From an optimization exercise on the open Yosys and OpenROAD flow, aimed at small area, a short achievable clock period and few clock cycles; shortcuts taken in it are not production practice. No run shown here included a check of the RTL's function; only the layout flow was run. Power is estimated from default activity; no workload was simulated.

## flow/design.v (module list and top-level ports; edited modules follow where they fit)
// module ks_add32: 502 lines
// module ks_add16c: 196 lines
// module g_a222oi: 3 lines
// module g_a22oi: 3 lines
// module g_a22o: 3 lines
// module g_a21o: 3 lines
// module g_aoi21: 3 lines
// module g_oai21: 3 lines
// module g_nand4: 3 lines
// module g_nand3: 3 lines
// module g_nand2: 3 lines
// module g_nor2: 3 lines
// module g_or3: 3 lines
// module g_inv: 3 lines
// module g_xor2: 3 lines
// module g_xnor2: 3 lines
// module g_ha: 4 lines
// module g_and3: 3 lines
// module g_mux2: 3 lines
// module g_a221o: 3 lines
// module g_buf: 3 lines
// module g_rd32f: 15 lines
// module g_rd32: 14 lines
// module mips: 282 lines
module mips(
	input wire clk,
	input wire rst,
	output wire [31:0] INST_ADDR,
	input wire [31:0] INST_DATA,
	output wire [31:0] DMEM_ADDR,
	output wire DMEM_WE,
	output wire [31:0] DMEM_WDATA,
	input wire [31:0] DMEM_RDATA
	);
  // ...
==> flow/flow/run.sh <==
#!/bin/bash
set -euo pipefail
MARGIN=6.5
bash standard.sh synth > synth.log 2>&1
SYNTH_ODB=orfs/results/sky130hd/mips/base/1_synth.odb openroad -no_init -exit flow/downsize.tcl > downsize.log 2>&1
bash standard.sh SETUP_SLACK_MARGIN=$MARGIN "CTS_ARGS=-sink_clustering_enable -repair_clock_nets -dont_use_dummy_load -buf_list sky130_fd_sc_hd__clkbuf_8 -sink_clustering_size 20" finish > layout.log 2>&1
==> flow/flow/downsize.tcl <==
# Set every combinational cell that synthesis mapped to a larger drive
# strength back to its smallest variant; the timing repair later in the flow
# sizes up the cells that need it.
set odb $::env(SYNTH_ODB)
read_db $odb
set db [ord::get_db]
set n 0
foreach inst [[ord::get_db_block] getInsts] {
  set m [$inst getMaster]
  set name [$m getName]
  if {[regexp {^sky130_fd_sc_hd__(df|edf|sdf|dl|sdl|conb|tap|fill|decap|diode)} $name]} { continue }
  if {[regexp {^(sky130_fd_sc_hd__[a-z0-9]+)_([0-9]+)$} $name -> base size] && $size > 1} {
    foreach s {1 0} {
      set nm [$db findMaster ${base}_$s]
      if {$nm ne "NULL" && $nm ne ""} {
        $inst swapMaster $nm
        incr n
        break
      }
    }
  }
}
puts "downsized $n cells"
write_db $odb
==> flow/standard.sh <==
#!/bin/bash
# synth_recipe.tcl (not shown) runs the flow's synth.tcl, then flattens the netlist and writes it again
# the make line also repeats each setting of config.mk as NAME=value (left out here)
make -C /OpenROAD-flow-scripts/flow DESIGN_CONFIG=/design/flow/config.mk WORK_HOME=/design/flow/orfs CLKGATE_MAP_FILE= SYNTH_SCRIPT=/design/flow/synth_recipe.tcl "${@:-finish}"
==> flow/config.mk <==
export PLATFORM = sky130hd
export DESIGN_NAME = mips
export DESIGN_NICKNAME = mips
export VERILOG_FILES = /design/flow/design.v
export SDC_FILE = /design/flow/constraint.sdc
export NUM_CORES = 8
export LEC_CHECK = 0
export CAP_MARGIN = 20
export CORE_MARGIN = 2
export CORE_UTILIZATION = 40
export SLEW_MARGIN = 20
export SYNTH_HIERARCHICAL = 1
export SYNTH_MINIMUM_KEEP_SIZE = 0
==> flow/constraint.sdc <==
create_clock -name core_clock -period 10.0 [get_ports {clk}]
set_input_delay 2.0000 -clock core_clock [delete_from_list [all_inputs] [get_ports {clk}]]
set_output_delay 2.0000 -clock core_clock [all_outputs]
set_load 0.01 [all_outputs]
==> summary.json, run 1 <==
{
  "crit_path_cell_trace": "clkdlybuf4s50_1, buf_12, nor2_4, and3_1, buf_12, a22oi_1, nand4_1, nor2_4, nand2_1",
  "routabilityCongestion": 1.02,
  "seq_cell_count": 1297,
  "cp-startpoint": "INST_DATA[20]",
  "design.core.area_sq_mm": 0.156,
  "finalMaxSlewViolations": 0,
  "clkSinkCount": 1297,
  "crit_path_max_fanout": 32,
  "report.power.total_w": 0.0134,
  "globalRoute.totalOverflow": 0,
  "run_status": "no timing/DRC/antenna violations",
  "non_clock_inverter_count": 101,
  "post_cts_resize_count": 1009,
  "dpl.cell_count": 8719,
  "fin_util": 0.484,
  "combPwrFrac": 0.243,
  "worst_path_max_delay_cell": "sky130_fd_sc_hd__clkdlybuf4s50_1",
  "layout.cells.most_common": "sky130_fd_sc_hd__dfxtp_1",
  "global_route_wire_length_before_repair_um": 450000,
  "whs_path_depth": 0,
  "finalWirelength_um": 330000,
  "well_tap_count": 2058,
  "worst_r2r_startpoint": "e_b[10]",
  "n_antenna_cell": 5,
  "drv_cap": 0,
  "power_switching_share": 0.328
}
==> run 2: changes to the inputs <==
--- a/flow/flow/run.sh
+++ b/flow/flow/run.sh
@@ -1,5 +1,5 @@
 #!/bin/bash
 set -euo pipefail
-MARGIN=6.5
+MARGIN=6.4
 bash standard.sh synth > synth.log 2>&1
 SYNTH_ODB=orfs/results/sky130hd/mips/base/1_synth.odb openroad -no_init -exit flow/downsize.tcl > downsize.log 2>&1
==> summary.json, run 2 <==
{
  "run_status": {"value": "no timing/DRC/antenna violations", "change": "unchanged"},
  "skew": {"value": 140, "unit": "ps", "change": "was 123 ps"},
  "buffer_ports.inserted": {"value": 162, "change": "unchanged"},
  "drt_iter0_markers": {"value": 11000, "change": "was 11100"},
  "via_per_instance_ratio": {"value": 7.20, "change": "was 7.21"},
  "crit_path_max_fanout": {"value": 16, "change": "was 32"},
  "power-per-cell-area": {"value": 177, "unit": "mW/mm^2", "change": "was 178 mW/mm^2"},
  "finalWirelength": {"value": 326000, "unit": "um", "change": "was 330000 um"},
  "cp_data_required_time": {"value": 10800, "unit": "ps", "change": "was 10780 ps"},
  "htree_num_levels": {"value": 4, "change": "unchanged"},
  "syn_area_per_cell": {"value": 9.64, "unit": "sq um", "change": "unchanged"},
  "final_hold_viol_count": {"value": 0, "change": "unchanged"},
  "routabilityCongestion": {"value": 1.02, "change": "about the same"},
  "tightest_slew": {"value": 1200, "unit": "ps", "change": "was 1110 ps"},
  "synthToLayoutAreaGrowth": {"value": 19.4, "unit": "%", "change": "was 20.4%"},
  "top_level_ports": {"value": 163, "change": "unchanged"},
  "grt_use_total": {"value": 0.386, "change": "was 0.389"},
  "max_clock_freq": {"value": 267, "unit": "MHz", "change": "was 268 MHz"},
  "grt_antenna_before_repair": {"value": 7, "change": "was 17"},
  "cts_buffer_count": {"value": 217, "change": "was 215"},
  "vias": {"value": 65500, "change": "was 65900"},
  "portion_of_the_clock_cycle_consumed_by_the_worst_path_in_the_final_layout": {"value": 0.374, "change": "was 0.373"},
  "most-common-layout-cells": {"value": "sky130_fd_sc_hd__dfxtp_1, sky130_fd_sc_hd__a22oi_1, sky130_fd_sc_hd__a22o_1, sky130_fd_sc_hd__nand2_1, sky130_fd_sc_hd__buf_4", "change": "unchanged"},
  "synth.cell_area": {"value": 0.0627, "unit": "sq mm", "change": "unchanged"},
  "syn-instance-count": {"value": 6510, "change": "unchanged"},
  "final-instance-count-excl-fill": {"value": 9107, "change": "was 9143"},
  "final_net_count": {"value": 7176, "change": "was 7211"},
  "detail_route.drc_violations": {"value": 0, "change": "unchanged"},
  "rsz0062_at_grt": {"value": "yes", "change": "unchanged"},
  "design.core.area": {"value": 0.156, "unit": "sq mm", "change": "unchanged"},
  "floorplan.die.width": {"value": 400, "unit": "um", "change": "unchanged"},
  "critical-path-top-delay-family": {"value": "simple AND/OR/NAND/NOR gates", "change": "unchanged"},
  "max_stage_delay": {"value": 490, "unit": "ps", "change": "was 520 ps"},
  "largest_reg_flops": {"value": 992, "change": "unchanged"},
  "critPathArrivalTime": {"value": 4530, "unit": "ps", "change": "was 4510 ps"},
  "place_worst_setup_slack": {"value": 4060, "unit": "ps", "change": "was 4020 ps"},
  "layout.cells.most_common": {"value": "sky130_fd_sc_hd__dfxtp_1", "change": "unchanged"},
  "antenna_violating_nets_post_route": {"value": 0, "change": "unchanged"},
  "power.sequential.fraction": {"value": 0.469, "change": "was 0.466"},
  "drv_cap": {"value": 0, "change": "unchanged"},
  "finalMaxSlewViolations": {"value": 0, "change": "unchanged"},
  "die_area": {"value": 0.160, "unit": "sq mm", "change": "unchanged"},
  "crit_buf_inv": {"value": 3, "change": "unchanged"},
  "worstSetupEndpointType": {"value": "flip-flop", "change": "unchanged"},
  "globalRoute.totalOverflow": {"value": 0, "change": "unchanged"},
  "worst_path_max_delay_cell": {"value": "sky130_fd_sc_hd__nor2_2", "change": "was sky130_fd_sc_hd__clkdlybuf4s50_1"},
  "post_route_cells_drive_above_1_share": {"value": 0.162, "change": "was 0.177"},
  "fp-row-count": {"value": 145, "change": "unchanged"},
  "fillers": {"value": 14700, "change": "about the same"},
  "drt_pass1_iterations": {"value": 12, "change": "was 8"},
  "crit_path_cell_trace": {"value": "clkdlybuf4s50_1, buf_12, and3b_2, and3_4, buf_12, a22oi_1, nand4_1, nor2_2, nand2_1", "change": "was clkdlybuf4s50_1, buf_12, nor2_4, and3_1, buf_12, a22oi_1, nand4_1, nor2_4, nand2_1"},
  "setup_tns": {"value": 0, "unit": "ps", "change": "unchanged"},
  "leakagePower": {"value": 29.7, "unit": "nW", "change": "was 30.0 nW"},
  "max_vdd_drop": {"value": 0.000155, "unit": "V", "change": "was 0.000141 V"},
  "critPathLaunchType": {"value": "primary input", "change": "unchanged"},
  "timing.final.crit_period": {"value": 3740, "unit": "ps", "change": "was 3730 ps"},
  "global_route_wire_length_before_repair": {"value": 449000, "unit": "um", "change": "was 450000 um"},
  "floorplan.die.height": {"value": 400, "unit": "um", "change": "unchanged"},
  "p_int": {"value": 0.00894, "unit": "W", "change": "was 0.00902 W"},
  "clkTransAtPathRegs": {"value": 60, "unit": "ps", "change": "about the same"},
  "maximum_number_of_pins_on_one_net_before_global_route_repair": {"value": 66, "change": "was 114"},
  "hpwl": {"value": 202000, "unit": "um", "change": "was 201000 um"},
  "ys_warn_count": {"value": 9, "change": "unchanged"},
  "combPwrFrac": {"value": 0.234, "change": "was 0.243"},
  "hp-class": {"value": "flip-flop to flip-flop", "change": "unchanged"},
  "clkSinkCount": {"value": 1297, "change": "unchanged"},
  "root_buffer": {"value": "sky130_fd_sc_hd__clkbuf_8", "change": "unchanged"},
  "power.share.clock": {"value": 0.297, "change": "was 0.291"},
  "critical_path.most_common_cell": "sky130_fd_sc_hd__buf_12",
  "post_detailed_route_wirelength_per_cell": {"value": 35.8, "unit": "um", "change": "was 36.1 um"},
  "clk_latency": {"value": 1020, "unit": "ps", "change": "was 990 ps"},
  "grt_pass1_vias": {"value": 59700, "change": "was 60100"},
  "power_switching": {"value": 0.00436, "unit": "W", "change": "was 0.00441 W"},
  "finalWorstSetupSlack": {"value": 6260, "unit": "ps", "change": "was 6270 ps"},
  "hold_slack": {"value": 359, "unit": "ps", "change": "was 354 ps"},
  "power_switching_share": {"value": 0.328, "change": "about the same"},
  "dpl.cell_count": {"value": 8724, "change": "was 8719"},
  "max-clock-path-buffers": {"value": 3, "change": "unchanged"},
  "timing.setup.critical_path_class": {"value": "primary input to flip-flop", "change": "unchanged"},
  "tritoncts": {"value": "yes", "change": "unchanged"},
  "report.final.setup_viol": {"value": 0, "change": "unchanged"},
  "initial_util": {"value": 0.402, "change": "unchanged"},
  "timing.slew.headroom": {"value": 0.202, "change": "was 0.257"},
  "top_reg_by_flops": {"value": "rf", "change": "unchanged"}
}
==> run 2: layer usage <==
metal	GRT usage	share of wire	wire length [um]
met2	0.551	0.41	133000
met1	0.501	0.38	123000
met3	0.117	0.14	44100
met4	0.255	0.080	26200
met5	0	0.000067	22
==> run 2: timing repair <==
item | 4_1_cts | 5_1_grt
endpoints found under the setup margin | 334 | 172
gates cloned | 4 | 8
pin swaps | 33 | 76
hold buffers | 0 | 0
gates resized for setup | 812 | 223
setup buffers | 112 | 38
==> run 2: per-stage QoR <==
| step | utilization | power [W] | area, sq um |
|---|---|---|---|
| 2_1_floorplan | - | 0.00790 | 63600 |
| 3_3_place_gp | 0.440 | 0.00893 | 68600 |
| 3_5_place_dp | 0.440 | 0.00896 | 68600 |
| 4_1_cts | 0.472 | 0.0131 | 73600 |
| 5_1_grt | 0.480 | 0.0137 | 74900 |
| 6_report | 0.480 | 0.0133 | 74900 |
==> run 2: worst reg2reg max path, stage by stage, from the launching register on <==
cell and delay (ps):
sky130_fd_sc_hd__dfrtp_1 380, sky130_fd_sc_hd__buf_4 260, sky130_fd_sc_hd__nor3_2 510, sky130_fd_sc_hd__nand2_1 130
sky130_fd_sc_hd__buf_4 320, sky130_fd_sc_hd__and2_1 260, sky130_fd_sc_hd__and3_1 200, sky130_fd_sc_hd__buf_8 210
sky130_fd_sc_hd__a22oi_1 270, sky130_fd_sc_hd__nand4_1 470, sky130_fd_sc_hd__nor2_4 360, sky130_fd_sc_hd__nand2_1 140
==> run 2: final cells by class <==
cell class	count	area, sq um	area share
Timing Repair inverter	1	7.51	0.000100
Tap cell	2058	2570	0.0344
Inverter	100	387	0.00516
Timing Repair Buffer	569	5290	0.0706
Multi-Input combinational cell	4861	37000	0.493
Clock buffer	217	2990	0.0399
Sequential cell	1297	26700	0.356
Antenna cell	4	10.0	0.000134
==> run 2: power by group through the flow <==
stage	Clock, W	Combinational (W)	Sequential, W
3_3_place_gp	0	0.00246	0.00648
2_1_floorplan	0	0.00170	0.00620
4_1_cts	0.00395	0.00291	0.00620
5_1_grt	0.00417	0.00325	0.00628
6_report	0.00395	0.00311	0.00624
3_5_place_dp	0	0.00248	0.00648
==> run 2: path summary, 6_finish.rpt <==
kind	slack, ps	from	to	cells past startpoint
hold / removal	360	e_st	m_we	0
setup / recovery	6260	INST_DATA[16]	e_b[14]	9
setup reg to reg	6350	m_rd[3]	e_b[8]	11
min in group asynchronous	1710	rst	pc[12]	3
hold reg to reg	360	e_st	m_we	0
max in group asynchronous	6840	rst	rf_v[7]	4
==> run 3: changes to the inputs <==
==> flow/flow/run.sh (replaced) <==
#!/bin/bash
set -euo pipefail
MARGIN=6.5
bash standard.sh synth > synth.log 2>&1
SYNTH_ODB=orfs/results/sky130hd/mips/base/1_synth.odb openroad -no_init -exit flow/downsize.tcl > downsize.log 2>&1
bash standard.sh SETUP_SLACK_MARGIN=$MARGIN "CTS_ARGS=-sink_clustering_enable -repair_clock_nets -dont_use_dummy_load -buf_list sky130_fd_sc_hd__clkbuf_8 -sink_clustering_size 20" "BUFFER_PORTS_ARGS=-buffer_cell sky130_fd_sc_hd__buf_4" finish > layout.log 2>&1
==> summary.json, run 3 <==
{
  "run_status": {"value": "no timing/DRC/antenna violations", "change": "unchanged"},
  "place_worst_setup_slack": {"value": 4440, "unit": "ps", "change": "was 4060 ps"},
  "grt_use_total": {"value": 0.383, "change": "was 0.386"},
  "crit_path_max_fanout": {"value": 10, "change": "was 16"},
  "syn_area_per_cell": {"value": 9.64, "unit": "sq um", "change": "unchanged"},
  "finalWorstSetupSlack": {"value": 6330, "unit": "ps", "change": "was 6260 ps"},
  "critPathLaunchType": {"value": "flip-flop", "change": "was primary input"},
  "hp-class": {"value": "flip-flop to flip-flop", "change": "unchanged"},
  "floorplan.die.height": {"value": 400, "unit": "um", "change": "unchanged"},
  "routabilityCongestion": {"value": 1.01, "change": "was 1.02"},
  "max_clock_freq": {"value": 272, "unit": "MHz", "change": "was 267 MHz"},
  "skew": {"value": 142, "unit": "ps", "change": "was 140 ps"},
  "hpwl": {"value": 199000, "unit": "um", "change": "was 202000 um"},
  "largest_reg_flops": {"value": 992, "change": "unchanged"},
  "floorplan.die.width": {"value": 400, "unit": "um", "change": "unchanged"},
  "clkSinkCount": {"value": 1297, "change": "unchanged"},
  "post_route_cells_drive_above_1_share": {"value": 0.164, "change": "was 0.162"},
  "syn-instance-count": {"value": 6510, "change": "unchanged"},
  "tightest_slew": {"value": 1090, "unit": "ps", "change": "was 1200 ps"},
  "setup_tns": {"value": 0, "unit": "ps", "change": "unchanged"},
  "grt_antenna_before_repair": {"value": 12, "change": "was 7"},
  "timing.final.crit_period": {"value": 3670, "unit": "ps", "change": "was 3740 ps"},
  "max_vdd_drop": {"value": 0.000144, "unit": "V", "change": "was 0.000155 V"},
  "worst_path_max_delay_cell": {"value": "sky130_fd_sc_hd__a222oi_1", "change": "was sky130_fd_sc_hd__nor2_2"},
  "fp-row-count": {"value": 145, "change": "unchanged"},
  "timing.setup.critical_path_class": {"value": "flip-flop to flip-flop", "change": "was primary input to flip-flop"},
  "drv_cap": {"value": 0, "change": "unchanged"},
  "tritoncts": {"value": "yes", "change": "unchanged"},
  "clkTransAtPathRegs": {"value": 50, "unit": "ps", "change": "was 60 ps"},
  "maximum_number_of_pins_on_one_net_before_global_route_repair": {"value": 71, "change": "was 66"},
  "leakagePower": {"value": 29.5, "unit": "nW", "change": "was 29.7 nW"},
  "portion_of_the_clock_cycle_consumed_by_the_worst_path_in_the_final_layout": {"value": 0.367, "change": "was 0.374"},
  "report.final.setup_viol": {"value": 0, "change": "unchanged"},
  "max_stage_delay": {"value": 570, "unit": "ps", "change": "was 490 ps"},
  "design.core.area": {"value": 0.156, "unit": "sq mm", "change": "unchanged"},
  "drt_iter0_markers": {"value": 11100, "change": "was 11000"},
  "post_detailed_route_wirelength_per_cell": {"value": 35.8, "unit": "um", "change": "about the same"},
  "finalWirelength": {"value": 324000, "unit": "um", "change": "was 326000 um"},
  "htree_num_levels": {"value": 4, "change": "unchanged"},
  "cp_data_required_time": {"value": 10790, "unit": "ps", "change": "was 10800 ps"},
  "via_per_instance_ratio": {"value": 7.17, "change": "was 7.20"},
  "detail_route.drc_violations": {"value": 0, "change": "unchanged"},
  "finalMaxSlewViolations": {"value": 0, "change": "unchanged"},
  "ys_warn_count": {"value": 9, "change": "unchanged"},
  "rsz0062_at_grt": {"value": "yes", "change": "unchanged"},
  "max-clock-path-buffers": {"value": 3, "change": "unchanged"},
  "timing.slew.headroom": {"value": 0.267, "change": "was 0.202"},
  "antenna_violating_nets_post_route": {"value": 0, "change": "unchanged"},
  "globalRoute.totalOverflow": {"value": 0, "change": "unchanged"},
  "buffer_ports.inserted": {"value": 162, "change": "unchanged"},
  "drt_pass1_iterations": {"value": 10, "change": "was 12"},
  "top_reg_by_flops": {"value": "rf", "change": "unchanged"},
  "critPathArrivalTime": {"value": 4460, "unit": "ps", "change": "was 4530 ps"},
  "grt_pass1_vias": {"value": 59500, "change": "was 59700"},
  "die_area": {"value": 0.160, "unit": "sq mm", "change": "unchanged"},
  "synthToLayoutAreaGrowth": {"value": 18.1, "unit": "%", "change": "was 19.4%"},
  "synth.cell_area": {"value": 0.0627, "unit": "sq mm", "change": "unchanged"},
  "most-common-layout-cells": {"value": "sky130_fd_sc_hd__dfxtp_1, sky130_fd_sc_hd__a22oi_1, sky130_fd_sc_hd__a22o_1, sky130_fd_sc_hd__buf_4, sky130_fd_sc_hd__nand2_1", "change": "was sky130_fd_sc_hd__dfxtp_1, sky130_fd_sc_hd__a22oi_1, sky130_fd_sc_hd__a22o_1, sky130_fd_sc_hd__nand2_1, sky130_fd_sc_hd__buf_4"},
  "final_net_count": {"value": 7140, "change": "was 7176"},
  "final_hold_viol_count": {"value": 0, "change": "unchanged"},
  "layout.cells.most_common": {"value": "sky130_fd_sc_hd__dfxtp_1", "change": "unchanged"},
  "worstSetupEndpointType": {"value": "flip-flop", "change": "unchanged"},
  "clk_latency": {"value": 1010, "unit": "ps", "change": "was 1020 ps"},
  "global_route_wire_length_before_repair": {"value": 445000, "unit": "um", "change": "was 449000 um"},
  "power-per-cell-area": {"value": 179, "unit": "mW/mm^2", "change": "was 177 mW/mm^2"},
  "initial_util": {"value": 0.402, "change": "unchanged"},
  "crit_path_cell_trace": {"value": "a222oi_1, bufbuf_16, clkinvlp_4, buf_4, mux2_1, mux2i_1, mux2_2, mux2_1, a21boi_1, a221o_1, a221o_1", "change": "was clkdlybuf4s50_1, buf_12, and3b_2, and3_4, buf_12, a22oi_1, nand4_1, nor2_2, nand2_1"},
  "hold_slack": {"value": 361, "unit": "ps", "change": "was 359 ps"},
  "root_buffer": {"value": "sky130_fd_sc_hd__clkbuf_8", "change": "unchanged"},
  "top_level_ports": {"value": 163, "change": "unchanged"},
  "cts_buffer_count": {"value": 214, "change": "was 217"},
  "vias": {"value": 65000, "change": "was 65500"}
}
-- run 3: cell type report --
type                       instances  area, sq um
timing repair inverter             1         7.51
timing repair buffer             536         4810
sequential                      1297        26700
tap                             2058         2570
multi-input combinational       4861        36700
antenna                            3         7.51
fill                           14700        81900
inverter                         100          387
clock buffer                     214         2950
-- run 3: worst max-delay path, delay by kind of cell (launching register included) --
kind                   cells  cell delay, ps
AOI/OAI and AO/OA          4            1380
muxes                      4            1090
buffers and inverters      3             650
DFF                        1             410
-- run 3: per-stage QoR --
stage	cell area, sq um	instances	utilization	total power [W]
6_report	74100	9070	0.475	0.0133
5_1_grt	74100	9068	0.475	0.0137
4_1_cts	73200	9020	0.469	0.0131
3_5_place_dp	68100	8707	0.436	0.00893
3_3_place_gp	68100	8707	0.436	0.00890
2_1_floorplan	63600	6511	-	0.00790
-- run 3: what timing repair did --
| item | CTS | global route |
|---|---|---|
| pin swaps | 25 | 46 |
| gates resized for setup | 402 | 120 |
| cloned | 3 | 6 |
| setup buffers | 96 | 41 |
| hold buffers | 0 | 0 |
| endpoints found under the setup margin | 302 | 197 |
-- run 3: path summary, 6_finish.rpt --
| check | startpoint | end | slack [ps] | cells after the start |
|---|---|---|---|---|
| max in group asynchronous | rst | m_rd[0] | 7050 | 4 |
| min in group asynchronous | rst | pc[12] | 1340 | 3 |
| max | m_res[0] | m_res[0] | 6330 | 11 |
| min | e_st | m_we | 360 | 0 |
| max reg2reg | m_res[0] | m_res[0] | 6330 | 11 |
| min reg2reg | e_st | m_we | 360 | 0 |
-- run 3: layer usage --
layer,up-vias,wire [um],track usage,part of all wire
li1,27000,-,-,-
met1,32200,123000,0.493,0.38
met2,4939,134000,0.549,0.41
met3,918,42300,0.120,0.13
met4,4,24900,0.253,0.077
met5,-,26,0,0.000080
-- run 3: power breakdown --
| group | internal, W | leakage [nW] | switching, W | total [W] |
|---|---|---|---|---|
| logic | 0.00135 | 16.9 | 0.00181 | 0.00316 |
| clock network | 0.00187 | 1.54 | 0.00203 | 0.00390 |
| registers | 0.00574 | 11.1 | 0.000502 | 0.00624 |
==> module mips, before the edit <==
module mips(
	input wire clk,
	input wire rst,
	output wire [31:0] INST_ADDR,
	input wire [31:0] INST_DATA,
	output wire [31:0] DMEM_ADDR,
	output wire DMEM_WE,
	output wire [31:0] DMEM_WDATA,
	input wire [31:0] DMEM_RDATA
	);
	genvar gk, gb;
	reg  [31:0] pc;
	reg  [31:0] ras;
	reg         e_ld, e_st, e_br, e_bx, e_jr;      
	reg         e_cst;                   
	reg  [4:0]  e_rd;                    
	reg         e_fa_lo, e_fa_hi;
	reg         e_fb;                    
	reg         x_b, x_bn, x_m, x_mn, x_i, x_in;
	reg         h_b, h_br, h_m, h_mr;
	reg         e_sub;                   
	reg         s_m, s_a, s_c;
	reg         r_add, r_slt, r_and, r_or, r_xor, r_nor, r_srl, r_sll, r_b;
	reg         e_sra;
	reg  [4:0]  e_sa;
	reg  [31:0] e_a, e_b;
	reg  [31:0] e_x;
	reg         m_we, m_ld;
	reg  [4:0]  m_rd;
	reg  [31:0] m_res, m_wd;
	reg  [31:0] rf [1:31];
	reg  [31:1] rf_v;
	wire [31:0] fa = {{16{e_fa_hi}}, {16{e_fa_lo}}};
	wire [31:0] a = (fa & m_res) | (~fa & e_a);
	wire [31:0] bx = ({32{x_b}} & e_b) | ({32{x_bn}} & ~e_b)
	               | ({32{x_m}} & m_res) | ({32{x_mn}} & ~m_res)
	               | ({32{x_i}} & e_x) | ({32{x_in}} & ~e_x);
	wire [4:0]  sa = ({5{s_m}} & m_res[4:0]) | ({5{s_a}} & e_a[4:0]) | ({5{s_c}} & e_sa);
	wire [31:0] sum, p, g;
	ks_add32 add(.a(a), .b(bx), .cin(e_sub), .s(sum), .p(p), .g0(g));
	wire [31:0] pg = p | g;                           
	function automatic [31:0] rev32(input [31:0] x);
		integer k;
		for (k = 0; k < 32; k = k + 1) rev32[k] = x[31-k];
	endfunction
	wire [31:0] sh_in = ({32{h_b}} & e_b) | ({32{h_br}} & rev32(e_b))
	                  | ({32{h_m}} & m_res) | ({32{h_mr}} & rev32(m_res));
	wire        sh_fill = e_sra & bx[31];
	wire [32:0] sh_ext = $signed({sh_fill, sh_in}) >>> sa;
	wire [31:0] sr = sh_ext[31:0];
	wire [31:0] oth = ({32{r_and}} & g)
	                | ({32{r_or}}  & pg)
	                | ({32{r_xor}} & p)
	                | ({32{r_nor}} & ~pg)
	                | ({32{r_srl}} & sr)
	                | ({32{r_sll}} & rev32(sr))
	                | ({32{r_b}}   & bx);
	wire [31:0] alu;
	g_a221o r0(.a1(r_add), .a2(sum[0]), .b1(r_slt), .b2(sum[31]), .c1(oth[0]), .y(alu[0]));
	generate for (gb = 1; gb < 32; gb = gb + 1) begin : res
		g_a21o r(.a1(r_add), .a2(sum[gb]), .b1(oth[gb]), .y(alu[gb]));
	end endgenerate
	wire [31:0] bf = e_fb ? m_res : e_b;             
	wire eq = (a == bf);
	wire mis_br = e_br & (eq ^ e_bx);
	wire mis_jr = e_jr & (a != pc);
	wire mis    = mis_br | mis_jr;
	wire [31:0] redirect = e_jr ? a : e_x;
	wire [31:0] m_val = m_ld ? DMEM_RDATA : m_res;
	wire m_w = (m_rd != 5'd0);
	assign DMEM_ADDR  = m_res;
	assign DMEM_WE    = m_we;
	assign DMEM_WDATA = m_wd;
	wire [31:0] ins = INST_DATA;
	assign INST_ADDR = pc;
	wire [5:0]  op  = ins[31:26];
	wire [4:0]  rs  = ins[25:21];
	wire [4:0]  rt  = ins[20:16];
	wire [4:0]  rdf = ins[15:11];
	wire [4:0]  shamt = ins[10:6];
	wire [5:0]  fn  = ins[5:0];
	wire [15:0] imm = ins[15:0];
	wire is_r    = (op == 6'd0);
	wire is_jr   = is_r & (fn == 6'b001000);
	wire is_jalr = is_r & (fn == 6'b001001);
	wire is_j    = (op == 6'd2);
	wire is_jal  = (op == 6'd3);
	wire is_beq  = (op == 6'd4);
	wire is_bne  = (op == 6'd5);
	wire is_br   = is_beq | is_bne;
	wire is_lw   = (op == 6'b100011);
	wire is_sw   = (op == 6'b101011);
	wire is_ia   = (op[5:3] == 3'b001);           
	wire is_lui  = (op == 6'b001111);
	wire sh_const = is_r & (fn == 6'd0 || fn == 6'd2 || fn == 6'd3);
	wire sh_var   = is_r & (fn == 6'd4 || fn == 6'd6 || fn == 6'd7);
	wire uses_rs = (is_r & ~sh_const) | (is_ia & ~is_lui) | is_lw | is_sw | is_br;
	wire uses_rt = (is_r & ~is_jalr) | is_sw | is_br;
	reg  [4:0] dst;
	always @(*) begin
		if (is_r) dst = is_jalr ? 5'd31 : rdf;
		else if (is_ia | is_lw) dst = rt;
		else if (is_jal) dst = 5'd31;
		else dst = 5'd0;
	end
	reg f_sub, f_add, f_slt, f_and, f_or, f_xor, f_nor, f_srl, f_sll, f_sra, f_b;
	always @(*) begin
		{f_sub, f_add, f_slt, f_and, f_or, f_xor, f_nor, f_srl, f_sll, f_sra, f_b} = 11'b0;
		if (is_r) begin
			case (fn)
				6'b100000, 6'b100001: f_add = 1'b1;
				6'b100010, 6'b100011: begin f_add = 1'b1; f_sub = 1'b1; end
				6'b101010, 6'b101011: begin f_slt = 1'b1; f_sub = 1'b1; end
				6'b100100: f_and = 1'b1;
				6'b100101: f_or = 1'b1;
				6'b100110: f_xor = 1'b1;
				6'b100111: f_nor = 1'b1;
				6'b000000, 6'b000100: f_sll = 1'b1;
				6'b000010, 6'b000110: f_srl = 1'b1;
				6'b000011, 6'b000111: begin f_srl = 1'b1; f_sra = 1'b1; end
				6'b001001: f_b = 1'b1;                  
				default: f_and = 1'b1;                  
			endcase
		end else begin
			case (op)
				6'b001000, 6'b001001, 6'b100011, 6'b101011: f_add = 1'b1;
				6'b001010, 6'b001011: begin f_slt = 1'b1; f_sub = 1'b1; end
				6'b001100: f_and = 1'b1;
				6'b001101: f_or = 1'b1;
				6'b001110: f_xor = 1'b1;
				default: f_b = 1'b1;                    
			endcase
		end
	end
	wire f_cst = is_lui | (((op == 6'b001000) | (op == 6'b001001) | (op == 6'b001101) |
	                        (op == 6'b001110)) & (rs == 5'd0));
	wire sext = (op == 6'b001000) | (op == 6'b001010) | is_lw | is_sw | is_br;
	wire [31:0] pc4 = pc + 32'd4;
	wire [31:0] immv = is_lui ? {imm, 16'b0} :
	                   (is_jal | is_jalr) ? pc4 :
	                   {{16{sext & imm[15]}}, imm};
	wire ui = ~((is_r & ~is_jalr) | is_br);
	wire rs_m = m_w & (rs == m_rd);
	wire rt_m = m_w & (rt == m_rd);
	wire [31:1] rf_en;
	generate for (gk = 1; gk < 32; gk = gk + 1) begin : en
		assign rf_en[gk] = rf_v[gk] & (m_rd != gk);
	end endgenerate
	wire [3:0] rs_h = 4'b1 << rs[4:3], rt_h = 4'b1 << rt[4:3];
	wire [7:0] rs_l = 8'b1 << rs[2:0], rt_l = 8'b1 << rt[2:0];
	wire [31:0] sel_a, sel_b;
	generate for (gk = 1; gk < 32; gk = gk + 1) begin : sel
		g_and3 da(.a(rs_h[gk/8]), .b(rs_l[gk%8]), .c(rf_en[gk]), .y(sel_a[gk-1]));
		g_and3 db(.a(rt_h[gk/8]), .b(rt_l[gk%8]), .c(rf_en[gk]), .y(sel_b[gk-1]));
	end endgenerate
	assign sel_a[31] = rs_m;
	assign sel_b[31] = rt_m;
	wire [31:0] rs_val, rt_val;
	generate for (gb = 0; gb < 32; gb = gb + 1) begin : rdp
		wire [31:0] d;
		for (gk = 1; gk < 32; gk = gk + 1) begin : c
			assign d[gk-1] = rf[gk][gb];
		end
		assign d[31] = m_val[gb];
		g_rd32f ua(.s(sel_a), .d(d), .q(rs_val[gb]));
		g_rd32f ub(.s(sel_b), .d(d), .q(rt_val[gb]));
	end endgenerate
	wire e_w = (e_rd != 5'd0);
	wire rs_e = e_w & (rs == e_rd);
	wire rt_e = e_w & (rt == e_rd);
	wire rs_e2;
	g_buf fab(.a(rs_e), .y(rs_e2));       
	wire stall = e_ld & ((uses_rs & rs_e) | (uses_rt & rt_e));
	wire adv = ~stall & ~mis;         
	wire pred_t = is_bne | (is_beq & imm[15]);
	wire [15:0] blo;
	wire        bco;
	ks_add16c badd(.a(pc[17:2]), .b(imm), .cin(1'b1), .s(blo), .co(bco));
	wire [13:0] hi = pc[31:18];
	wire [13:0] hi_p = hi + 14'd1;
	wire [13:0] hi_m = hi - 14'd1;
	wire [13:0] bx0 = imm[15] ? hi : hi_p;        
	wire [13:0] bx1 = imm[15] ? hi_m : hi;        
	wire [13:0] bhi;
	generate for (gb = 0; gb < 14; gb = gb + 1) begin : bsel
		g_mux2 m(.a0(bx1[gb]), .a1(bx0[gb]), .s(bco), .y(bhi[gb]));
	end endgenerate
	wire [31:0] btgt = {bhi, blo, pc[1:0]};
	wire cst_hit = rs_e & e_cst;
	reg [31:0] npc;
	always @(*) begin
		if (is_j | is_jal) npc = {pc4[31:28], ins[25:0], 2'b00};
		else if (is_br & pred_t) npc = btgt;
		else if ((is_jr | is_jalr) & cst_hit) npc = e_x;
		else if (is_jr) npc = ras;
		else npc = pc4;
	end
	always @(posedge clk or posedge rst) begin
		if (rst) begin
			pc <= 32'b0;
			ras <= 32'b0;
		end else begin
			if (mis) pc <= redirect;
			else if (~stall) pc <= npc;
			if (is_jal | is_jalr) ras <= pc4;
		end
	end
	always @(posedge clk or posedge rst) begin
		if (rst) begin
			{e_ld, e_st, e_br, e_bx, e_jr, e_cst} <= 6'b0;
			e_rd <= 5'd0;
			m_we <= 1'b0;
			m_ld <= 1'b0;
			m_rd <= 5'd0;
		end else begin
			if (adv) begin
				e_ld <= is_lw;
				e_st <= is_sw;
				e_br <= is_br;
				e_bx <= is_bne ^ pred_t;
				e_jr <= is_jr | is_jalr;
				e_rd <= dst;
				e_cst <= f_cst;
			end else begin
				e_cst <= 1'b0;
				{e_ld, e_st, e_br, e_bx, e_jr} <= 5'b0;
					e_rd <= 5'd0;
			end
			m_we <= e_st;
			m_ld <= e_ld;
			m_rd <= e_rd;
		end
	end
	always @(posedge clk) begin
		e_fa_lo <= rs_e;
		e_fa_hi <= rs_e2;
		e_fb  <= rt_e;
		x_b   <= ~ui & ~rt_e & ~f_sub;
		x_bn  <= ~ui & ~rt_e & f_sub;
		x_m   <= ~ui & rt_e & ~f_sub;
		x_mn  <= ~ui & rt_e & f_sub;
		x_i   <= ui & ~f_sub;
		x_in  <= ui & f_sub;
		h_b   <= ~rt_e & ~f_sll;
		h_br  <= ~rt_e & f_sll;
		h_m   <= rt_e & ~f_sll;
		h_mr  <= rt_e & f_sll;
		e_sub <= f_sub;
		s_m   <= sh_var & rs_e;
		s_a   <= sh_var & ~rs_e;
		s_c   <= ~sh_var;
		e_sa  <= shamt;
		r_add <= f_add;
		r_slt <= f_slt;
		r_and <= f_and;
		r_or  <= f_or;
		r_xor <= f_xor;
		r_nor <= f_nor;
		r_srl <= f_srl;
		r_sll <= f_sll;
		e_sra <= f_sra;
		r_b   <= f_b;
		e_a   <= rs_val;
		e_b   <= rt_val;
		e_x   <= is_br ? (pred_t ? pc4 : btgt) : immv;
		m_res <= alu;
		m_wd  <= bf;
	end
	always @(posedge clk or posedge rst) begin
		if (rst) rf_v <= 31'b0;
		else if (m_w) rf_v[m_rd] <= 1'b1;
	end
	generate for (gk = 1; gk < 32; gk = gk + 1) begin : wr
		wire we = (m_rd == gk);
		wire wen = ~we;
		for (gb = 0; gb < 32; gb = gb + 1) begin : b
			wire nx;
			g_a22o m(.a1(we), .a2(m_val[gb]), .b1(wen), .b2(rf[gk][gb]), .y(nx));
			always @(posedge clk) rf[gk][gb] <= nx;
		end
	end endgenerate
endmodule
==> run 4: changes to the inputs <==
--- a/flow/design.v
+++ b/flow/design.v
@@ -859,5 +859,5 @@
 	assign DMEM_WDATA = m_wd;
 	wire [31:0] ins = INST_DATA;
-	assign INST_ADDR = pc;
+	assign INST_ADDR = pc_o;
 	wire [5:0]  op  = ins[31:26];
 	wire [4:0]  rs  = ins[25:21];
@@ -982,11 +982,18 @@
 		else npc = pc4;
 	end
+	wire [31:0] pc_d = mis ? redirect : stall ? pc : npc;
+	reg  [31:0] pc_o;
+	wire [31:0] pc_od;
+	generate for (gb = 0; gb < 32; gb = gb + 1) begin : pob
+		g_buf b(.a(pc_d[gb]), .y(pc_od[gb]));
+	end endgenerate
 	always @(posedge clk or posedge rst) begin
 		if (rst) begin
 			pc <= 32'b0;
+			pc_o <= 32'b0;
 			ras <= 32'b0;
 		end else begin
-			if (mis) pc <= redirect;
-			else if (~stall) pc <= npc;
+			pc <= pc_d;
+			pc_o <= pc_od;
 			if (is_jal | is_jalr) ras <= pc4;
 		end
==> summary.json, run 4 <==
{
  "run_status": {"value": "no timing/DRC/antenna violations", "change": "unchanged"},
  "ys_warn_count": {"value": 9, "change": "unchanged"},
  "leakagePower": {"value": 29.6, "unit": "nW", "change": "was 29.5 nW"},
  "drt_iter0_markers": {"value": 11200, "change": "was 11100"},
  "detail_route.drc_violations": {"value": 0, "change": "unchanged"},
  "portion_of_the_clock_cycle_consumed_by_the_worst_path_in_the_final_layout": {"value": 0.363, "change": "was 0.367"},
  "global_route_wire_length_before_repair": {"value": 459000, "unit": "um", "change": "was 445000 um"},
  "max_clock_freq": {"value": 276, "unit": "MHz", "change": "was 272 MHz"},
  "finalMaxSlewViolations": {"value": 0, "change": "unchanged"},
  "maximum_number_of_pins_on_one_net_before_global_route_repair": {"value": 73, "change": "was 71"},
  "report.final.setup_viol": {"value": 0, "change": "unchanged"},
  "fp-row-count": {"value": 146, "change": "was 145"},
  "globalRoute.totalOverflow": {"value": 0, "change": "unchanged"},
  "top_reg_by_flops": {"value": "rf", "change": "unchanged"},
  "critPathArrivalTime": {"value": 4470, "unit": "ps", "change": "was 4460 ps"},
  "synth.cell_area": {"value": 0.0639, "unit": "sq mm", "change": "was 0.0627 sq mm"},
  "rsz0062_at_grt": {"value": "yes", "change": "unchanged"},
  "tightest_slew": {"value": 1240, "unit": "ps", "change": "was 1090 ps"},
  "tritoncts": {"value": "yes", "change": "unchanged"},
  "finalWirelength": {"value": 332000, "unit": "um", "change": "was 324000 um"},
  "setup_tns": {"value": 0, "unit": "ps", "change": "unchanged"},
  "hold_slack": {"value": 346, "unit": "ps", "change": "was 361 ps"},
  "critical-path-top-delay-family": {"value": "simple AND/OR/NAND/NOR gates", "change": "was compound AO/OA/AOI/OAI gates"},
  "via_per_instance_ratio": {"value": 7.25, "change": "was 7.17"},
  "syn_area_per_cell": {"value": 9.67, "unit": "sq um", "change": "was 9.64 sq um"},
  "clkTransAtPathRegs": {"value": 60, "unit": "ps", "change": "was 50 ps"},
  "clkSinkCount": {"value": 1329, "change": "was 1297"},
  "most-common-layout-cells": {"value": "sky130_fd_sc_hd__dfxtp_1, sky130_fd_sc_hd__a22oi_1, sky130_fd_sc_hd__a22o_1, sky130_fd_sc_hd__buf_4, sky130_fd_sc_hd__nor2_1", "change": "was sky130_fd_sc_hd__dfxtp_1, sky130_fd_sc_hd__a22oi_1, sky130_fd_sc_hd__a22o_1, sky130_fd_sc_hd__buf_4, sky130_fd_sc_hd__nand2_1"},
  "place_worst_setup_slack": {"value": 4890, "unit": "ps", "change": "was 4440 ps"},
  "largest_reg_flops": {"value": 992, "change": "unchanged"},
  "number_of_hold_buffers_added_after_cts": {"value": 0, "change": "unchanged"},
  "drv_cap": {"value": 0, "change": "unchanged"},
  "final_hold_viol_count": {"value": 0, "change": "unchanged"},
  "crit_buf_inv": {"value": 2, "change": "was 3"},
  "post_detailed_route_wirelength_per_cell": {"value": 36.3, "unit": "um", "change": "was 35.8 um"},
  "finalInstanceArea": {"value": 0.0755, "unit": "sq mm", "change": "was 0.0741 sq mm"},
  "timing.final.crit_period": {"value": 3630, "unit": "ps", "change": "was 3670 ps"},
  "worst_path_max_delay_cell": {"value": "sky130_fd_sc_hd__buf_4", "change": "was sky130_fd_sc_hd__a222oi_1"},
  "crit_path_max_fanout": {"value": 32, "change": "was 10"},
  "top_level_ports": {"value": 163, "change": "unchanged"},
  "max_vdd_drop": {"value": 0.000140, "unit": "V", "change": "was 0.000144 V"},
  "clk_latency": {"value": 1020, "unit": "ps", "change": "was 1010 ps"},
  "timing.slew.headroom": {"value": 0.171, "change": "was 0.267"},
  "synthToLayoutAreaGrowth": {"value": 18.2, "unit": "%", "change": "was 18.1%"},
  "fin_util": {"value": 0.476, "change": "was 0.475"},
  "critPathLaunchType": {"value": "primary input", "change": "was flip-flop"},
  "layout.cells.most_common": {"value": "sky130_fd_sc_hd__dfxtp_1", "change": "unchanged"},
  "floorplan.die.width": {"value": 404, "unit": "um", "change": "was 400 um"},
  "cp_data_required_time": {"value": 10840, "unit": "ps", "change": "was 10790 ps"},
  "finalWorstSetupSlack": {"value": 6370, "unit": "ps", "change": "was 6330 ps"},
  "hp-class": {"value": "flip-flop to flip-flop", "change": "unchanged"},
  "max-clock-path-buffers": {"value": 3, "change": "unchanged"},
  "htree_num_levels": {"value": 4, "change": "unchanged"},
  "detailed_place.area": {"value": 0.0690, "unit": "sq mm", "change": "was 0.0681 sq mm"},
  "skew": {"value": 156, "unit": "ps", "change": "was 142 ps"},
  "grt_pass1_vias": {"value": 61400, "change": "was 59500"},
  "final_net_count": {"value": 7205, "change": "was 7140"},
  "buffer_ports.inserted": {"value": 162, "change": "unchanged"},
  "power-per-cell-area": {"value": 183, "unit": "mW/mm^2", "change": "was 179 mW/mm^2"},
  "max_stage_delay": {"value": 570, "unit": "ps", "change": "about the same"},
  "syn-instance-count": {"value": 6608, "change": "was 6510"},
  "design.core.area": {"value": 0.159, "unit": "sq mm", "change": "was 0.156 sq mm"},
  "drt_pass1_iterations": {"value": 10, "change": "unchanged"},
  "cts_buffer_count": {"value": 220, "change": "was 214"},
  "initial_util": {"value": 0.403, "change": "was 0.402"},
  "floorplan.die.height": {"value": 404, "unit": "um", "change": "was 400 um"},
  "routabilityCongestion": {"value": 1.01, "change": "about the same"},
  "die_area": {"value": 0.163, "unit": "sq mm", "change": "was 0.160 sq mm"},
  "grt_use_total": {"value": 0.387, "change": "was 0.383"},
  "post_route_cells_drive_above_1_share": {"value": 0.167, "change": "was 0.164"},
  "grt_antenna_before_repair": {"value": 20, "change": "was 12"},
  "timing.setup.critical_path_class": {"value": "primary input to flip-flop", "change": "was flip-flop to flip-flop"},
  "root_buffer": {"value": "sky130_fd_sc_hd__clkbuf_8", "change": "unchanged"},
  "crit_path_cell_trace": {"value": "buf_4, nand2_1, nor2_1, and3_2, buf_4, a22oi_1, nand4_1, nor2_1, nand2_1", "change": "was a222oi_1, bufbuf_16, clkinvlp_4, buf_4, mux2_1, mux2i_1, mux2_2, mux2_1, a21boi_1, a221o_1, a221o_1"},
  "vias": {"value": 66400, "change": "was 65000"},
  "worstSetupEndpointType": {"value": "flip-flop", "change": "unchanged"},
  "hpwl": {"value": 202000, "unit": "um", "change": "was 199000 um"},
  "antenna_violating_nets_post_route": {"value": 0, "change": "unchanged"}
}
[run 4: changes by cell type in the layout (fill, tap and decap cells not counted), moves of 18 or more]
cell / delta
sky130_fd_sc_hd__dfxtp_1: -24
sky130_fd_sc_hd__a21oi_1: +43
sky130_fd_sc_hd__nor2_1: +45
sky130_fd_sc_hd__dfrtp_2: -18
sky130_fd_sc_hd__dfrtp_1: +54
sky130_fd_sc_hd__o21ai_0: -27
sky130_fd_sc_hd__o21bai_1: +32
sky130_fd_sc_hd__and3_2: +19
sky130_fd_sc_hd__a21o_1: -31
[run 4: power breakdown]
group	switching [W]	total (W)	internal, W
registers	0.000733	0.00666	0.00592
logic	0.00172	0.00313	0.00141
clock network	0.00212	0.00403	0.00192
total	0.00457	0.0138	0.00925
[run 4: area by class of cell]
| class | count | area, sq um |
|---|---|---|
| Clock buffer | 220 | 3030 |
| Inverter | 104 | 402 |
| Multi-Input combinational cell | 4887 | 37000 |
| Sequential cell | 1329 | 27500 |
| Timing Repair Buffer | 534 | 4980 |
| Antenna cell | 12 | 30.0 |
| Tap cell | 2072 | 2590 |
| Fill cell | 15100 | 83100 |
[run 4: layer usage]
metal	global-route usage	wire length, um	vias to the layer above	part of all wire
met5	0	521	-	0.0016
met4	0.296	30100	26	0.090
met3	0.136	43900	1429	0.13
met2	0.552	136000	5520	0.41
met1	0.475	122000	32300	0.37
li1	-	-	27200	-
[run 4: final timing paths]
check	start	to	slack, ps	cells after the start
setup / recovery	INST_DATA[22]	e_a[18]	6370	9
hold / removal	e_st	m_we	350	0
setup reg to reg	e_b[9]	m_res[30]	6420	10
hold reg to reg	e_st	m_we	350	0
max in group asynchronous	rst	pc_o[30]	7200	3
min in group asynchronous	rst	ras[11]	1300	2
[run 4: through the flow]
stage / power (W) / std cells
2_1_floorplan: 0.00825 / 6609
3_3_place_gp: 0.00929 / 8765
3_5_place_dp: 0.00931 / 8765
4_1_cts: 0.0135 / 9076
5_1_grt: 0.0142 / 9148
6_report: 0.0138 / 9158
[run 4: repair_timing]
item                       in CTS  in global routing
gates cloned                    9                  5
hold endpoints to repair        0                  0
setup buffers                  82                 65
pin swaps                      11                 35
resized for setup             307                219
setup endpoints to repair     280                201
==> run 5: changes to the inputs <==
--- a/flow/design.v
+++ b/flow/design.v
@@ -799,7 +799,8 @@
 	reg  [31:0] ras;
 	reg         e_ld, e_st, e_br, e_bx, e_jr;      
-	reg         e_cst;                   
 	reg  [4:0]  e_rd;                    
 	reg         e_fa_lo, e_fa_hi;
+	reg         c_ab, c_mb, c_am, c_mm;
+	reg         j_a, j_m;                
 	reg         e_fb;                    
 	reg         x_b, x_bn, x_m, x_mn, x_i, x_in;
@@ -810,6 +811,5 @@
 	reg         e_sra;
 	reg  [4:0]  e_sa;
-	reg  [31:0] e_a, e_b;
-	reg  [31:0] e_x;
+	reg  [31:0] e_a, e_b, e_imm, e_alt;
 	reg         m_we, m_ld;
 	reg  [4:0]  m_rd;
@@ -821,5 +821,5 @@
 	wire [31:0] bx = ({32{x_b}} & e_b) | ({32{x_bn}} & ~e_b)
 	               | ({32{x_m}} & m_res) | ({32{x_mn}} & ~m_res)
-	               | ({32{x_i}} & e_x) | ({32{x_in}} & ~e_x);
+	               | ({32{x_i}} & e_imm) | ({32{x_in}} & ~e_imm);
 	wire [4:0]  sa = ({5{s_m}} & m_res[4:0]) | ({5{s_a}} & e_a[4:0]) | ({5{s_c}} & e_sa);
 	wire [31:0] sum, p, g;
@@ -847,13 +847,15 @@
 		g_a21o r(.a1(r_add), .a2(sum[gb]), .b1(oth[gb]), .y(alu[gb]));
 	end endgenerate
-	wire [31:0] bf = e_fb ? m_res : e_b;             
-	wire eq = (a == bf);
+	wire eq = (c_ab & (e_a == e_b)) | (c_mb & (m_res == e_b))
+	        | (c_am & (e_a == m_res)) | c_mm;
 	wire mis_br = e_br & (eq ^ e_bx);
-	wire mis_jr = e_jr & (a != pc);
+	wire mis_jr = (j_a & (e_a != pc)) | (j_m & (m_res != pc));
 	wire mis    = mis_br | mis_jr;
-	wire [31:0] redirect = e_jr ? a : e_x;
+	wire [31:0] redirect = e_jr ? a : e_alt;
 	wire [31:0] m_val = m_ld ? DMEM_RDATA : m_res;
 	wire m_w = (m_rd != 5'd0);
-	assign DMEM_ADDR  = m_res;
+	reg  [31:0] m_adr;
+	always @(posedge clk) if (e_ld | e_st) m_adr <= alu;
+	assign DMEM_ADDR  = m_adr;
 	assign DMEM_WE    = m_we;
 	assign DMEM_WDATA = m_wd;
@@ -919,6 +921,4 @@
 		end
 	end
-	wire f_cst = is_lui | (((op == 6'b001000) | (op == 6'b001001) | (op == 6'b001101) |
-	                        (op == 6'b001110)) & (rs == 5'd0));
 	wire sext = (op == 6'b001000) | (op == 6'b001010) | is_lw | is_sw | is_br;
 	wire [31:0] pc4 = pc + 32'd4;
@@ -973,27 +973,31 @@
 	end endgenerate
 	wire [31:0] btgt = {bhi, blo, pc[1:0]};
-	wire cst_hit = rs_e & e_cst;
 	reg [31:0] npc;
 	always @(*) begin
-		if (is_j | is_jal) npc = {pc4[31:28], ins[25:0], 2'b00};
-		else if (is_br & pred_t) npc = btgt;
-		else if ((is_jr | is_jalr) & cst_hit) npc = e_x;
+		if (mis) npc = redirect;
+		else if (stall) npc = pc;
+		else if (is_j | is_jal) npc = {pc4[31:28], ins[25:0], 2'b00};
 		else if (is_jr) npc = ras;
 		else npc = pc4;
 	end
-	wire [31:0] pc_d = mis ? redirect : stall ? pc : npc;
-	reg  [31:0] pc_o;
-	wire [31:0] pc_od;
-	generate for (gb = 0; gb < 32; gb = gb + 1) begin : pob
-		g_buf b(.a(pc_d[gb]), .y(pc_od[gb]));
+	wire take_bt = ~mis & ~stall & is_br & pred_t;
+	wire [13:0] nx0 = take_bt ? bx0 : npc[31:18];    
+	wire [13:0] nx1 = take_bt ? bx1 : npc[31:18];    
+	wire [31:0] pc_d;
+	generate for (gb = 0; gb < 14; gb = gb + 1) begin : pch
+		g_mux2 m(.a0(nx1[gb]), .a1(nx0[gb]), .s(bco), .y(pc_d[18+gb]));
+	end
+	for (gb = 0; gb < 16; gb = gb + 1) begin : pcl
+		g_mux2 m(.a0(npc[2+gb]), .a1(blo[gb]), .s(take_bt), .y(pc_d[2+gb]));
 	end endgenerate
+	assign pc_d[1:0] = npc[1:0];
+	reg [31:0] pc_o;
+	always @(posedge clk) pc_o <= rst ? 32'b0 : pc_d;
 	always @(posedge clk or posedge rst) begin
 		if (rst) begin
 			pc <= 32'b0;
-			pc_o <= 32'b0;
 			ras <= 32'b0;
 		end else begin
 			pc <= pc_d;
-			pc_o <= pc_od;
 			if (is_jal | is_jalr) ras <= pc4;
 		end
@@ -1001,5 +1005,6 @@
 	always @(posedge clk or posedge rst) begin
 		if (rst) begin
-			{e_ld, e_st, e_br, e_bx, e_jr, e_cst} <= 6'b0;
+			{e_ld, e_st, e_br, e_bx, e_jr} <= 5'b0;
+			{j_a, j_m} <= 2'b0;
 			e_rd <= 5'd0;
 			m_we <= 1'b0;
@@ -1013,10 +1018,11 @@
 				e_bx <= is_bne ^ pred_t;
 				e_jr <= is_jr | is_jalr;
+				j_a <= (is_jr | is_jalr) & ~rs_e;
+				j_m <= (is_jr | is_jalr) & rs_e;
 				e_rd <= dst;
-				e_cst <= f_cst;
 			end else begin
-				e_cst <= 1'b0;
 				{e_ld, e_st, e_br, e_bx, e_jr} <= 5'b0;
-					e_rd <= 5'd0;
+				{j_a, j_m} <= 2'b0;
+				e_rd <= 5'd0;
 			end
 			m_we <= e_st;
@@ -1028,4 +1034,8 @@
 		e_fa_lo <= rs_e;
 		e_fa_hi <= rs_e2;
+		c_ab  <= ~rs_e & ~rt_e;
+		c_mb  <= rs_e & ~rt_e;
+		c_am  <= ~rs_e & rt_e;
+		c_mm  <= rs_e & rt_e;
 		e_fb  <= rt_e;
 		x_b   <= ~ui & ~rt_e & ~f_sub;
@@ -1056,7 +1066,8 @@
 		e_a   <= rs_val;
 		e_b   <= rt_val;
-		e_x   <= is_br ? (pred_t ? pc4 : btgt) : immv;
+		e_imm <= immv;
+		e_alt <= pred_t ? pc4 : btgt;
 		m_res <= alu;
-		m_wd  <= bf;
+		m_wd  <= e_fb ? m_res : e_b;
 	end
 	always @(posedge clk or posedge rst) begin
==> flow/flow/run.sh (replaced) <==
#!/bin/bash
set -euo pipefail
MARGIN=6.5
bash standard.sh synth > synth.log 2>&1
SYNTH_ODB=orfs/results/sky130hd/mips/base/1_synth.odb openroad -no_init -exit flow/downsize.tcl > downsize.log 2>&1
bash standard.sh SETUP_SLACK_MARGIN=$MARGIN finish > layout.log 2>&1
==> summary.json, run 5 <==
{
  "cp-startpoint": {"value": "INST_DATA[3]", "change": "was INST_DATA[22]"},
  "via_per_instance_ratio": {"value": 7.12, "change": "was 7.25"},
  "top_level_ports": {"value": 163, "change": "unchanged"},
  "timing.slew.headroom": {"value": 0.266, "change": "was 0.171"},
  "maximum_number_of_pins_on_one_net_before_global_route_repair": {"value": 57, "change": "was 73"},
  "reg2regPathDepth": {"value": 10, "change": "unchanged"},
  "report.final.setup_viol": {"value": 0, "change": "unchanged"},
  "syn-instance-count": {"value": 6699, "change": "was 6608"},
  "fillers": {"value": 15100, "change": "about the same"},
  "finalWorstSetupSlack": {"value": 6070, "unit": "ps", "change": "was 6370 ps"},
  "rsz0062_at_grt": {"value": "yes", "change": "unchanged"},
  "largest_reg_flops": {"value": 992, "change": "unchanged"},
  "area_taken_by_multi_input_logic_gates": {"value": 0.0380, "unit": "sq mm", "change": "was 0.0370 sq mm"},
  "portion_of_the_clock_cycle_consumed_by_the_worst_path_in_the_final_layout": {"value": 0.393, "change": "was 0.363"},
  "synth.cell_area": {"value": 0.0659, "unit": "sq mm", "change": "was 0.0639 sq mm"},
  "floorplan.die.width": {"value": 410, "unit": "um", "change": "was 404 um"},
  "worst-r2r-setup-slack": {"value": 6140, "unit": "ps", "change": "was 6420 ps"},
  "drt_iter0_markers": {"value": 11300, "change": "was 11200"},
  "routabilityCongestion": {"value": 1.02, "change": "was 1.01"},
  "finalInstanceArea": {"value": 0.0797, "unit": "sq mm", "change": "was 0.0755 sq mm"},
  "tightest_slew": {"value": 1100, "unit": "ps", "change": "was 1240 ps"},
  "sequential_cell_area": {"value": 0.0290, "unit": "sq mm", "change": "was 0.0275 sq mm"},
  "synthToLayoutAreaGrowth": {"value": 20.9, "unit": "%", "change": "was 18.2%"},
  "clkTransAtPathRegs": {"value": 70, "unit": "ps", "change": "was 60 ps"},
  "max-clock-path-buffers": {"value": 3, "change": "unchanged"},
  "cts_buffer_count": {"value": 153, "change": "was 220"},
  "hold_slack": {"value": 371, "unit": "ps", "change": "was 346 ps"},
  "fin_util": {"value": 0.489, "change": "was 0.476"},
  "post_route_cells_drive_above_1_share": {"value": 0.151, "change": "was 0.167"},
  "run_status": {"value": "no timing/DRC/antenna violations", "change": "unchanged"},
  "grt_antenna_before_repair": {"value": 19, "change": "was 20"},
  "timing.final.crit_period": {"value": 3930, "unit": "ps", "change": "was 3630 ps"},
  "leakagePower": {"value": 31.4, "unit": "nW", "change": "was 29.6 nW"},
  "worstSetupEndpointType": {"value": "flip-flop", "change": "unchanged"},
  "final_hold_viol_count": {"value": 0, "change": "unchanged"},
  "timing.setup.critical_path_class": {"value": "primary input to flip-flop", "change": "unchanged"},
  "top_reg_by_flops": {"value": "rf", "change": "unchanged"},
  "finalWirelength": {"value": 340000, "unit": "um", "change": "was 332000 um"},
  "max_clock_freq": {"value": 254, "unit": "MHz", "change": "was 276 MHz"},
  "skew": {"value": 57.1, "unit": "ps", "change": "was 156 ps"},
  "cp_data_required_time": {"value": 10680, "unit": "ps", "change": "was 10840 ps"},
  "layout.cells.most_common": {"value": "sky130_fd_sc_hd__dfxtp_1", "change": "unchanged"},
  "hp-class": {"value": "flip-flop to flip-flop", "change": "unchanged"},
  "reg2reg_to": {"value": "pc_o[25]", "change": "was m_res[30]"},
  "crit_path_max_fanout": {"value": 11, "change": "was 32"},
  "setup_tns": {"value": 0, "unit": "ps", "change": "unchanged"},
  "finalMaxSlewViolations": {"value": 0, "change": "unchanged"},
  "tritoncts": {"value": "yes", "change": "unchanged"},
  "drv_cap": {"value": 0, "change": "unchanged"},
  "grt_pass1_vias": {"value": 60500, "change": "was 61400"},
  "global_route_wire_length_before_repair": {"value": 466000, "unit": "um", "change": "was 459000 um"},
  "detail_route.drc_violations": {"value": 0, "change": "unchanged"},
  "grt_use_total": {"value": 0.382, "change": "was 0.387"},
  "antenna_violating_nets_post_route": {"value": 0, "change": "unchanged"},
  "floorplan.die.height": {"value": 410, "unit": "um", "change": "was 404 um"},
  "ys_warn_count": {"value": 9, "change": "unchanged"},
  "number_of_hold_buffers_added_after_cts": {"value": 0, "change": "unchanged"},
  "post_detailed_route_wirelength_per_cell": {"value": 36.3, "unit": "um", "change": "about the same"},
  "vias": {"value": 66700, "change": "was 66400"},
  "fp-row-count": {"value": 148, "change": "was 146"},
  "clkSinkCount": {"value": 1398, "change": "was 1329"},
  "buffer_ports.inserted": {"value": 162, "change": "unchanged"},
  "final_net_count": {"value": 7181, "change": "was 7205"},
  "place_worst_setup_slack": {"value": 3020, "unit": "ps", "change": "was 4890 ps"},
  "worst_r2r_startpoint": {"value": "pc[12]", "change": "was e_b[9]"},
  "die_area": {"value": 0.168, "unit": "sq mm", "change": "was 0.163 sq mm"},
  "max_vdd_drop": {"value": 0.000199, "unit": "V", "change": "was 0.000140 V"},
  "initial_util": {"value": 0.404, "change": "was 0.403"},
  "detailed_place.area": {"value": 0.0715, "unit": "sq mm", "change": "was 0.0690 sq mm"},
  "htree_num_levels": {"value": 4, "change": "unchanged"},
  "clk_latency": {"value": 840, "unit": "ps", "change": "was 1020 ps"},
  "most-common-layout-cells": {"value": "sky130_fd_sc_hd__dfxtp_1, sky130_fd_sc_hd__a22oi_1, sky130_fd_sc_hd__a22o_1, sky130_fd_sc_hd__nand2_1, sky130_fd_sc_hd__nand4_1", "change": "was sky130_fd_sc_hd__dfxtp_1, sky130_fd_sc_hd__a22oi_1, sky130_fd_sc_hd__a22o_1, sky130_fd_sc_hd__buf_4, sky130_fd_sc_hd__nor2_1"},
  "critPathArrivalTime": {"value": 4610, "unit": "ps", "change": "was 4470 ps"},
  "power-per-cell-area": {"value": 204, "unit": "mW/mm^2", "change": "was 183 mW/mm^2"},
  "syn_area_per_cell": {"value": 9.84, "unit": "sq um", "change": "was 9.67 sq um"},
  "hpwl": {"value": 213000, "unit": "um", "change": "was 202000 um"},
  "critPathLaunchType": {"value": "primary input", "change": "unchanged"},
  "worst_setup_path_endpoint": {"value": "pc_o[25]", "change": "was e_a[18]"},
  "drt_pass1_iterations": {"value": 8, "change": "was 10"},
  "root_buffer": {"value": "sky130_fd_sc_hd__clkbuf_16", "change": "was sky130_fd_sc_hd__clkbuf_8"},
  "globalRoute.totalOverflow": {"value": 0, "change": "unchanged"},
  "design.core.area": {"value": 0.163, "unit": "sq mm", "change": "was 0.159 sq mm"}
}
run 5: area by class of cell:
| type | instances | area share |
|---|---|---|
| multi-input cells | 4963 | 0.477 |
| flip-flops and latches | 1398 | 0.364 |
| clock buffers | 225 | 0.0566 |
| repair buffers | 465 | 0.0547 |
| well taps | 2175 | 0.0341 |
| clock inverters | 62 | 0.00978 |
| inverters | 71 | 0.00344 |
| diodes | 6 | 0.000188 |
run 5: how the worst min path moves through the flow:
| stage | cells past startpoint | endpoint | startpoint | slack, ps |
|---|---|---|---|---|
| 4_1_cts | 0 | m_we | e_st | 370 |
| 3_3_place_gp | 0 | m_we | e_st | 380 |
| 2_1_floorplan | 0 | m_we | e_st | 350 |
| 3_5_place_dp | 0 | m_we | e_st | 370 |
| 5_1_grt | 0 | m_we | e_st | 400 |
| 6_report | 0 | m_we | e_st | 370 |
run 5: what timing repair did:
action                                  in CTS  in global routing
setup buffers                               59                 34
pin swaps                                   56                 52
endpoints found under the setup margin     438                275
gates cloned                                11                  4
gates resized for setup                    631                252
run 5: metal layers:
metal | vias up | wire [um] | GRT usage
li1 | 27400 | - | -
met1 | 32700 | 132000 | 0.507
met2 | 5493 | 139000 | 0.541
met3 | 1065 | 46700 | 0.126
met4 | 14 | 22900 | 0.211
met5 | - | 85 | 0
run 5: critical path: stages:
cell	delay (ps)
sky130_fd_sc_hd__buf_6	150
sky130_fd_sc_hd__or4b_4	480
sky130_fd_sc_hd__o211ai_1	310
sky130_fd_sc_hd__nand3_2	190
sky130_fd_sc_hd__a32o_4	430
sky130_fd_sc_hd__buf_12	180
sky130_fd_sc_hd__buf_16	160
sky130_fd_sc_hd__nand2_2	70
sky130_fd_sc_hd__a31o_1	160
sky130_fd_sc_hd__o21ai_1	60
sky130_fd_sc_hd__mux2_4	280
sky130_fd_sc_hd__nor2b_1	130
run 5: power breakdown:
part / leakage, nW / total (W) / switching, W / internal (W)
clock: 2.59 / 0.00597 / 0.00256 / 0.00340
combinational: 16.8 / 0.00329 / 0.00184 / 0.00145
sequential: 12.0 / 0.00704 / 0.000786 / 0.00625
run 5: per-stage QoR:
stage,std cells,total power [W]
after floorplan,6700,0.00880
after global placement,8964,0.00993
after detailed placement,8964,0.00998
after CTS,9321,0.0160
after global routing,9359,0.0167
final,9365,0.0163

## re-timing with driven ports
In the flow no input, the clock included, has a driving cell. The finished layouts below were timed again as built, in two steps.
Step 1, drivers: a clkbuf_16 drives clk and a buf_2 each remaining input, both assumed.
Step 2, shift: input delay + t, output delay - t, t = (earliest + latest rising clock arrival at the registers) / 2. This alone moves slack from input paths to output paths.
Three values: ideal ports, drivers, drivers and shift; two values: the first two.
| run | shift t [ns] | slack for setup (ns) | cell pins on the clock port's net |
|---|---|---|---|
| run 1 | 0.999 | 6.267 / 6.309 / 5.309 | 1 |
| run 2 | 1.020 | 6.261 / 6.299 / 5.288 | 1 |
| run 3 | 1.026 | 6.329 / 6.311 / 5.327 | 1 |
| run 4 | 1.021 | 6.375 / 6.303 / 5.282 | 1 |
| run 5 | 0.899 | 6.066 / 6.106 / 5.207 | 1 |
After both steps every run listed still meets setup and hold. For run 4, which loses most, drivers alone change the setup slack by -0.072 ns; drivers and shift together by -1.093 ns.
